Background: an optimization exercise with open tools, aiming at small area. Do not read the settings as production practice. Function was checked by simulation only, so behaviour that the tests miss may differ from the original. The clock port is modelled as an ideal driver; clocking choices that lean on that would not hold on a real chip.

==> inputs of 06-17 <==
Design dct_top, start of the top module:
module dct_top(
	 input [7:0]x0,
	 input [7:0]x1,
	 input [7:0]x2,
	 input [7:0]x3,
	 input [7:0]x4,
	 input [7:0]x5,
	 input [7:0]x6,
	 input [7:0]x7,
	 input en,
	 input clk,
	 input rst,
	 output [13:0]y0,
	 output [13:0]y1,
	 output [13:0]y2,
	 output [13:0]y3,
	 output [13:0]y4,
	 output [13:0]y5,
	 output [13:0]y6,
	 output [13:0]y7
    );
Settings: LEC_CHECK=0, CAP_MARGIN=20, CORE_MARGIN=2, CORE_UTILIZATION=40, SLEW_MARGIN=20; clock period 12.0 ns.
standard.sh (not shown) runs the stock make flow with config.mk's settings and CLKGATE_MAP_FILE= SYNTH_SCRIPT=/design/flow/synth_recipe.tcl, a recipe that flattens the netlist after the stock synthesis.
==> flow/flow/run.sh <==
#!/bin/bash
# Standard ORFS layout (the standard.sh, unchanged synthesis), with two changes:
#  - port buffers use the smallest buffer cell (buf_1) instead of the default choice;
#  - clock tree: larger sink clusters and no dummy loads, so fewer clock buffers.
set -euo pipefail
bash standard.sh \
  BUFFER_PORTS_ARGS="-buffer_cell sky130_fd_sc_hd__buf_1" \
  CTS_ARGS="-sink_clustering_enable -repair_clock_nets -dont_use_dummy_load -sink_clustering_size 30 -sink_clustering_max_diameter 100" \
  finish > standard_make.log 2>&1
==> 12-24: changes against 06-17 <==
==> flow/flow/run.sh (replaced) <==
#!/bin/bash
# Standard ORFS layout (the standard.sh: ORFS synthesis and place-and-route), with:
#  - an area-oriented ABC mapping script (flow/abc_area_nf.script) in place of ORFS's
#    abc_speed.script, in a copy of ORFS's scripts folder; everything else in that
#    copy is ORFS's own, so the registers and the rest of synthesis are unchanged;
#  - port buffers of the smallest buffer cell (buf_1);
#  - clock tree: larger sink clusters and no dummy loads, so fewer clock buffers.
set -euo pipefail
SM="$PWD/scripts_abc"
rm -rf "$SM"
cp -r "$FLOW_HOME/scripts" "$SM"
cp flow/abc_area_nf.script "$SM/abc_speed.script"
bash standard.sh \
  SCRIPTS_DIR="$SM" \
  BUFFER_PORTS_ARGS="-buffer_cell sky130_fd_sc_hd__buf_1" \
  CTS_ARGS="-sink_clustering_enable -repair_clock_nets -dont_use_dummy_load -sink_clustering_size 30 -sink_clustering_max_diameter 100" \
  finish > standard_make.log 2>&1
==> flow/flow/abc_area_nf.script (new file) <==
&get -n
&st
&dch -f
&nf -a -F 4 -A 4
&put
topo
stime -c
==> run notes <==
Outcome: 12-24 complete, no violations; 06-17 complete, no violations
Area of all placed cells without fillers: 12-24 0.0244 mm²; 06-17 0.0246 mm²
Tapcell Cnt: 12-24 696; 06-17 756
Number of buffers other than clock buffers in the final layout: 12-24 206; 06-17 196
Final RePlAce weighted congestion: 12-24 0.933; 06-17 0.909
Final Worst Setup Slack: 12-24 0.539 ns; 06-17 0.458 ns
Number of antenna diodes: 12-24 0; 06-17 1
Total wirelength of the detailed-routed design: 12-24 65800 µm; 06-17 67700 µm
Post-Syn Nets: 12-24 2052; 06-17 2114
Met2 usage in global routing: 12-24 37.0%; 06-17 36.0%

==> run X <==
Another version of the RTL of dct_top (not shown whole).
// dct_top
module dct_top(
	 input [7:0]x0,
	 input [7:0]x1,
	 input [7:0]x2,
	 input [7:0]x3,
	 input [7:0]x4,
	 input [7:0]x5,
	 input [7:0]x6,
	 input [7:0]x7,
	 input en,
	 input clk,
	 input rst,
	 output [13:0]y0,
	 output [13:0]y1,
	 output [13:0]y2,
	 output [13:0]y3,
	 output [13:0]y4,
	 output [13:0]y5,
	 output [13:0]y6,
	 output [13:0]y7
    );
export LEC_CHECK = 0
export CAP_MARGIN = 20
export CORE_MARGIN = 2
export CORE_UTILIZATION = 40
export SLEW_MARGIN = 20
create_clock -name core_clock -period 12.0 [get_ports {clk}]
==> flow/flow/run.sh <==
#!/bin/bash
# Standard ORFS layout (the standard.sh, unchanged synthesis), with two changes:
#  - port buffers use the smallest buffer cell (buf_1) instead of the default choice;
#  - clock tree: clkbuf_8 buffers, sink clusters of up to 18, no dummy loads.
set -euo pipefail
bash standard.sh \
  BUFFER_PORTS_ARGS="-buffer_cell sky130_fd_sc_hd__buf_1" \
  CTS_ARGS="-sink_clustering_enable -repair_clock_nets -dont_use_dummy_load -buf_list sky130_fd_sc_hd__clkbuf_8 -sink_clustering_size 18 -sink_clustering_max_diameter 60" \
  finish > standard_make.log 2>&1
==> run A (differences from run X) <==
--- a/flow/design.v
+++ b/flow/design.v
@@ -110,17 +110,17 @@
     input [72:0] din,
     input [7:0] col,
     input pix,
     input [63:0] px,
     output [10:0] c0, output [10:0] c1, output [10:0] c2, output [10:0] c3,
     output [10:0] c4, output [10:0] c5, output [10:0] c6, output [10:0] c7
 );
   reg [72:0] st0, st1, st2, st3, st4, st5, st6, st7;
-  wire [72:0] pxrow = {st7[72], st7[71], st7[70], px[63], px[62], px[61], px[60], px[59], px[58], st7[63], st7[62], st7[61], px[55], px[54], px[53], px[52], px[51], st7[55], px[47], px[46], px[45], px[44], px[43], px[42], px[41], px[40], st7[46], st7[45], px[57], px[39], px[38], px[37], px[36], px[56], px[31], px[30], px[29], px[28], px[27], px[26], px[25], px[24], px[50], px[49], px[23], px[22], px[21], px[20], px[19], px[18], px[17], px[16], st7[20], px[35], px[15], px[14], px[13], px[12], px[11], px[10], px[9], st7[11], px[34], px[33], px[32], px[7], px[6], px[5], px[4], px[3], px[2], px[1], st7[0]};
+  wire [72:0] pxrow = {st7[72], st7[71], st7[70], px[63], px[62], px[61], px[60], px[59], px[58], st7[63], st7[62], st7[61], px[55], px[54], px[53], px[52], px[51], st7[55], px[47], px[46], px[45], px[44], px[43], px[42], px[41], px[40], st7[46], st7[45], px[57], px[39], px[38], px[37], px[36], px[56], px[31], px[30], px[29], px[28], px[27], px[26], px[25], px[24], px[50], px[49], px[23], px[22], px[21], px[20], px[19], px[18], px[17], px[16], px[48], px[35], px[15], px[14], px[13], px[12], px[11], px[10], px[9], px[8], px[34], px[33], px[32], px[7], px[6], px[5], px[4], px[3], px[2], px[1], px[0]};
   always @(posedge clk) begin
     st0 <= wp ? pxrow : st7;
     st1 <= we ? din : st0;
     st2 <= st1;
     st3 <= st2;
     st4 <= st3;
     st5 <= st4;
     st6 <= st5;
@@ -817,25 +817,21 @@
 	 output [13:0]y1,
 	 output [13:0]y2,
 	 output [13:0]y3,
 	 output [13:0]y4,
 	 output [13:0]y5,
 	 output [13:0]y6,
 	 output [13:0]y7
     );
-	reg [2:0]addr;
+	reg [7:0]addr;
 	reg wr;
 	wire [72:0] row;
 	wire [10:0] c0, c1, c2, c3, c4, c5, c6, c7;
-	wire [7:0] col;
-	genvar i;
-	generate for (i = 0; i < 8; i = i + 1) begin : g
-		assign col[i] = ~wr & (addr == ((i + 1) & 7));
-	end endgenerate
+	wire [7:0] col = {addr[0], addr[7:1]} & {8{~wr}};
 	dct_ram dctRAM(clk,en,wr,row,col,wr,{x7,x6,x5,x4,x3,x2,x1,x0},c0,c1,c2,c3,c4,c5,c6,c7);
 	DCT2_app dct2(c0,c1,c2,c3,c4,c5,c6,c7,col[0],y0,y1,y2,y3,y4,y5,y6,y7,row);
 	always@(posedge clk) begin
-		if (rst) addr <= 3'd0;
-		else addr <= addr + 3'd1;
+		if (rst) addr <= 8'd1;
+		else addr <= {addr[6:0], addr[7]};
 		wr <= en;
 	end
 endmodule
==> flow/flow/run.sh (replaced) <==
#!/bin/bash
# Standard ORFS layout (the standard.sh, unchanged synthesis), with two changes:
#  - port buffers use the smallest buffer cell (buf_1) instead of the default choice;
#  - clock tree: larger sink clusters and no dummy loads, so fewer clock buffers.
set -euo pipefail
bash standard.sh \
  BUFFER_PORTS_ARGS="-buffer_cell sky130_fd_sc_hd__buf_1" \
  CTS_ARGS="-sink_clustering_enable -repair_clock_nets -dont_use_dummy_load -sink_clustering_size 30 -sink_clustering_max_diameter 100" \
  finish > standard_make.log 2>&1
==> run E (differences from run X) <==
==> flow/flow/run.sh (replaced) <==
#!/bin/bash
# Standard ORFS layout (the standard.sh: ORFS synthesis and place-and-route), with:
#  - an area-oriented ABC mapping script (flow/abc_area_nf.script) in place of ORFS's
#    abc_speed.script, in a copy of ORFS's scripts folder; everything else in that
#    copy is ORFS's own, so the registers and the rest of synthesis are unchanged;
#  - port buffers of the smallest buffer cell (buf_1);
#  - clock tree: larger sink clusters and no dummy loads, so fewer clock buffers.
set -euo pipefail
SM="$PWD/scripts_abc"
rm -rf "$SM"
cp -r "$FLOW_HOME/scripts" "$SM"
cp flow/abc_area_nf.script "$SM/abc_speed.script"
bash standard.sh \
  SCRIPTS_DIR="$SM" \
  BUFFER_PORTS_ARGS="-buffer_cell sky130_fd_sc_hd__buf_1" \
  CTS_ARGS="-sink_clustering_enable -repair_clock_nets -dont_use_dummy_load -sink_clustering_size 28 -sink_clustering_max_diameter 90" \
  finish > standard_make.log 2>&1
==> flow/flow/abc_area_nf.script (new file) <==
&get -n
&st
&dch -f
&nf -a -F 4 -A 4
&put
topo
stime -c
==> summary of the runs <==
- Run E produced a clean layout. Run A completed with no timing, DRC or antenna violations. Run X produced a clean layout.
- The lowest synthesized cell count belongs to run E, the highest to run X.
- Fmax is about the same in run E and run A.
- Clock skew, lowest first: run E, run A, run X.
- The lowest sequential share of layout area belongs to run X, the highest to run E.
- In run A the worst hold slack is worse than in run E, by 0.0073 ns.
- Register-to-register slack, lowest first: run X, run A, run E.
- The highest clock-buffer cell count belongs to run X, the lowest to run A.
- The lowest routed wire length belongs to run E, the highest to run X.

[re-timing with driven ports]
In the flow no input, the clock included, has a driving cell. The finished layouts below were timed again as built, in two steps.
Step 1 (the two cells are an assumption about what drives the block):
set clk [get_ports {clk}]
set_driving_cell -lib_cell sky130_fd_sc_hd__clkbuf_16 $clk
set_driving_cell -lib_cell sky130_fd_sc_hd__buf_2 [delete_from_list [all_inputs] $clk]
Step 2 moves the port delays by t, midway between the first and last clock arrival at a register: inputs arrive t later, outputs are due t later. That takes back most of the time a late clock gives input paths.
Slacks: ideal / step 1 / step 2; pairs: ideal / step 1.
run	t, ns	slack for setup (ns)	clock arrival spread, ns	slew at the worst register clock pin (ns)	pins driven straight from the clock port
06-17	0.628	0.458 / 0.399 / 1.027	0.048 / 0.048	0.12 / 0.12	1
12-24	0.636	0.539 / 0.478 / 1.114	0.034 / 0.034	0.12 / 0.12	1
run X	0.686	0.378 / 0.324 / 1.010	0.070 / 0.070	0.11 / 0.11	1
run A	0.634	0.490 / 0.431 / 1.065	0.045 / 0.044	0.12 / 0.12	1
run E	0.628	0.511 / 0.454 / 1.082	0.038 / 0.038	0.11 / 0.11	1
After both steps every run listed still meets setup and hold.
